From an optimization exercise on the open Yosys and OpenROAD flow, aimed at small area and a short achievable clock period; shortcuts taken in it are not production practice.
The RTL was checked by simulation tests, not by an equivalence proof against the original design.

Design notch_filter_q15, start of the top module:
module notch_filter_q15 (
    input logic clk,
    input logic reset,
    input logic signed [15:0] x_in,
    output logic signed [15:0] y_out,
    input logic signed [15:0] b0,
    input logic signed [15:0] b1,
    input logic signed [15:0] b2,
    input logic signed [15:0] a1,
    input logic signed [15:0] a2
);
For scale: ~5,000 cells after synthesis, about 68 flip-flops, ~110 I/O pins, about 0.045 sq mm of cells after synthesis.
Settings: LEC_CHECK=0, ABC_AREA=1, CAP_MARGIN=20, CORE_MARGIN=2, CORE_UTILIZATION=55, CTS_BUF_LIST=sky130_fd_sc_hd__clkbuf_4 sky130_fd_sc_hd__clkbuf_8, SLEW_MARGIN=20, SYNTH_HIERARCHICAL=1, SYNTH_MINIMUM_KEEP_SIZE=0; clock period 20.5 ns.
standard.sh (not shown) runs the stock make flow with config.mk's settings and CLKGATE_MAP_FILE= SYNTH_SCRIPT=/design/flow/synth_recipe.tcl, a recipe that flattens the netlist after the stock synthesis.
==> flow/flow/run.sh <==
#!/bin/bash
# The standard layout (standard.sh), with two changes to how it is made:
#  - every input and output port still gets its own buffer, but a plain
#    buf_1 (the resizer upsizes it where timing needs it) instead of the
#    clkdlybuf4s50_1 that buffer_ports picks by default;
#  - timing repair aims at a setup margin of 6 ns.
# Clock period, constraints and the synthesis are the standard flow's own.
export BUFFER_PORTS_ARGS="-buffer_cell sky130_fd_sc_hd__buf_1"
export SETUP_SLACK_MARGIN=6
bash standard.sh > standard.log 2>&1
Edit:
--- a/flow/flow/run.sh
+++ b/flow/flow/run.sh
@@ -5,6 +5,6 @@
 #    clkdlybuf4s50_1 that buffer_ports picks by default;
-#  - timing repair aims at a setup margin of 6 ns.
+#  - timing repair aims at a setup margin of 7 ns.
 # Clock period, constraints and the synthesis are the standard flow's own.
 export BUFFER_PORTS_ARGS="-buffer_cell sky130_fd_sc_hd__buf_1"
-export SETUP_SLACK_MARGIN=6
+export SETUP_SLACK_MARGIN=7
 bash standard.sh > standard.log 2>&1
=> Clock skew went up by 0.0074 ns. Synthesized area does not change. Flip-flop and latch count is unchanged. Clock-buffer cell count is unchanged. Die area is unchanged. Setup slack gets better by 0.30 ns. Wire length went up by 6.6%. Critical path depth went up by 1.
Edit:
--- a/flow/flow/run.sh
+++ b/flow/flow/run.sh
@@ -5,6 +5,6 @@
 #    clkdlybuf4s50_1 that buffer_ports picks by default;
-#  - timing repair aims at a setup margin of 7 ns.
+#  - timing repair aims at a setup margin of 7.5 ns.
 # Clock period, constraints and the synthesis are the standard flow's own.
 export BUFFER_PORTS_ARGS="-buffer_cell sky130_fd_sc_hd__buf_1"
-export SETUP_SLACK_MARGIN=7
+export SETUP_SLACK_MARGIN=7.5
 bash standard.sh > standard.log 2>&1
=>
- The new run went through all stages and came out clean
- clock skew rose by 0.0071 ns
- worst setup slack is better by 0.15 ns
- wire length came out lower by about 2.7%
Edit:
--- a/flow/flow/run.sh
+++ b/flow/flow/run.sh
@@ -5,6 +5,6 @@
 #    clkdlybuf4s50_1 that buffer_ports picks by default;
-#  - timing repair aims at a setup margin of 7.5 ns.
+#  - timing repair aims at a setup margin of 6 ns.
 # Clock period, constraints and the synthesis are the standard flow's own.
 export BUFFER_PORTS_ARGS="-buffer_cell sky130_fd_sc_hd__buf_1"
-export SETUP_SLACK_MARGIN=7.5
+export SETUP_SLACK_MARGIN=6
 bash standard.sh > standard.log 2>&1
--- a/flow/config.mk
+++ b/flow/config.mk
@@ -10,3 +10,3 @@
 export CORE_MARGIN = 2
-export CORE_UTILIZATION = 55
+export CORE_UTILIZATION = 45
 export CTS_BUF_LIST = sky130_fd_sc_hd__clkbuf_4 sky130_fd_sc_hd__clkbuf_8
Effect: The changed run completed with no timing, DRC or antenna violations; register-to-register slack improves by 0.05 ns; utilization falls by 14 points; cell count rises slightly; die area rises by about a fifth; design area falls by a few percent; setup slack degrades by 0.52 ns; routed wire length falls by a few percent; fmax falls by a few percent; sequential cell count stays the same; via count falls by a few percent.
Edit:
--- a/flow/config.mk
+++ b/flow/config.mk
@@ -10,3 +10,3 @@
 export CORE_MARGIN = 2
-export CORE_UTILIZATION = 45
+export CORE_UTILIZATION = 65
 export CTS_BUF_LIST = sky130_fd_sc_hd__clkbuf_4 sky130_fd_sc_hd__clkbuf_8
Result: The new run finished with timing, DRC and antenna clean. Fmax falls by 1.1%. Routed wire length drops by about 2.2%. Utilization is higher by 20 points. Hold slack gains 0.011 ns. Synthesized cell count is unchanged. Flip-flop and latch count stays the same. Register-to-register slack degrades by 0.29 ns. Via count increases by about 1.7%. Design area drops by about 1.4%. Die area went down by 30%.
Edit:
--- a/flow/flow/run.sh
+++ b/flow/flow/run.sh
@@ -5,6 +5,6 @@
 #    clkdlybuf4s50_1 that buffer_ports picks by default;
-#  - timing repair aims at a setup margin of 6 ns.
+#  - timing repair aims at a setup margin of 5 ns.
 # Clock period, constraints and the synthesis are the standard flow's own.
 export BUFFER_PORTS_ARGS="-buffer_cell sky130_fd_sc_hd__buf_1"
-export SETUP_SLACK_MARGIN=6
+export SETUP_SLACK_MARGIN=5
 bash standard.sh > standard.log 2>&1
--- a/flow/config.mk
+++ b/flow/config.mk
@@ -10,3 +10,3 @@
 export CORE_MARGIN = 2
-export CORE_UTILIZATION = 65
+export CORE_UTILIZATION = 55
 export CTS_BUF_LIST = sky130_fd_sc_hd__clkbuf_4 sky130_fd_sc_hd__clkbuf_8
Outcome: The changed run ran to the end with no violations. Routed wire length increases by about 1.8%. Non-clock buffer count decreases by 5. Setup slack loses 0.84 ns. Synthesized area does not change. Core utilization decreases by 10 points. Final area decreases by 0.40%.

port drivers added, routing unchanged:
No port has a modelled driver above. Below, the same layouts with a new extraction and two added sets of constraints.
Step 1: set_driving_cell puts a clkbuf_16 on clk and a buf_2 on each other input, an assumption about the parent block.
Step 2 adds t to the input delays and takes it off the output delays; t is the mean of the earliest and latest rising clock arrival at the registers after step 1. Input paths then give back, and output paths get back, about the clock's delay inside the block.
Three values: no drivers, after step 1, after step 2; two values: the first two.
run | t, ns | setup slack, ns | latest minus earliest clock arrival (ns) | worst register clock-pin slew, ns | worst slew at a driven data input, ns
the first run | 0.422 | 6.552 / 6.560 / 6.137 | 0.013 / 0.013 | 0.08 / 0.08 | 0.09
the second run | 0.412 | 6.848 / 6.866 / 6.454 | 0.020 / 0.020 | 0.09 / 0.09 | 0.10
the third run | 0.433 | 7.000 / 7.000 / 6.567 | 0.027 / 0.027 | 0.11 / 0.11 | 0.10
the fourth run | 0.410 | 6.478 / 6.383 / 5.972 | 0.024 / 0.023 | 0.10 / 0.10 | 0.14
the fifth run | 0.407 | 6.329 / 6.292 / 5.884 | 0.019 / 0.019 | 0.09 / 0.09 | 0.11
the sixth run | 0.418 | 5.490 / 5.494 / 5.076 | 0.011 / 0.012 | 0.08 / 0.08 | 0.09
After both steps every run listed still meets setup and hold. The setup slack of the fourth run, which loses most, moves by -0.095 ns with the drivers and by -0.506 ns with both steps.
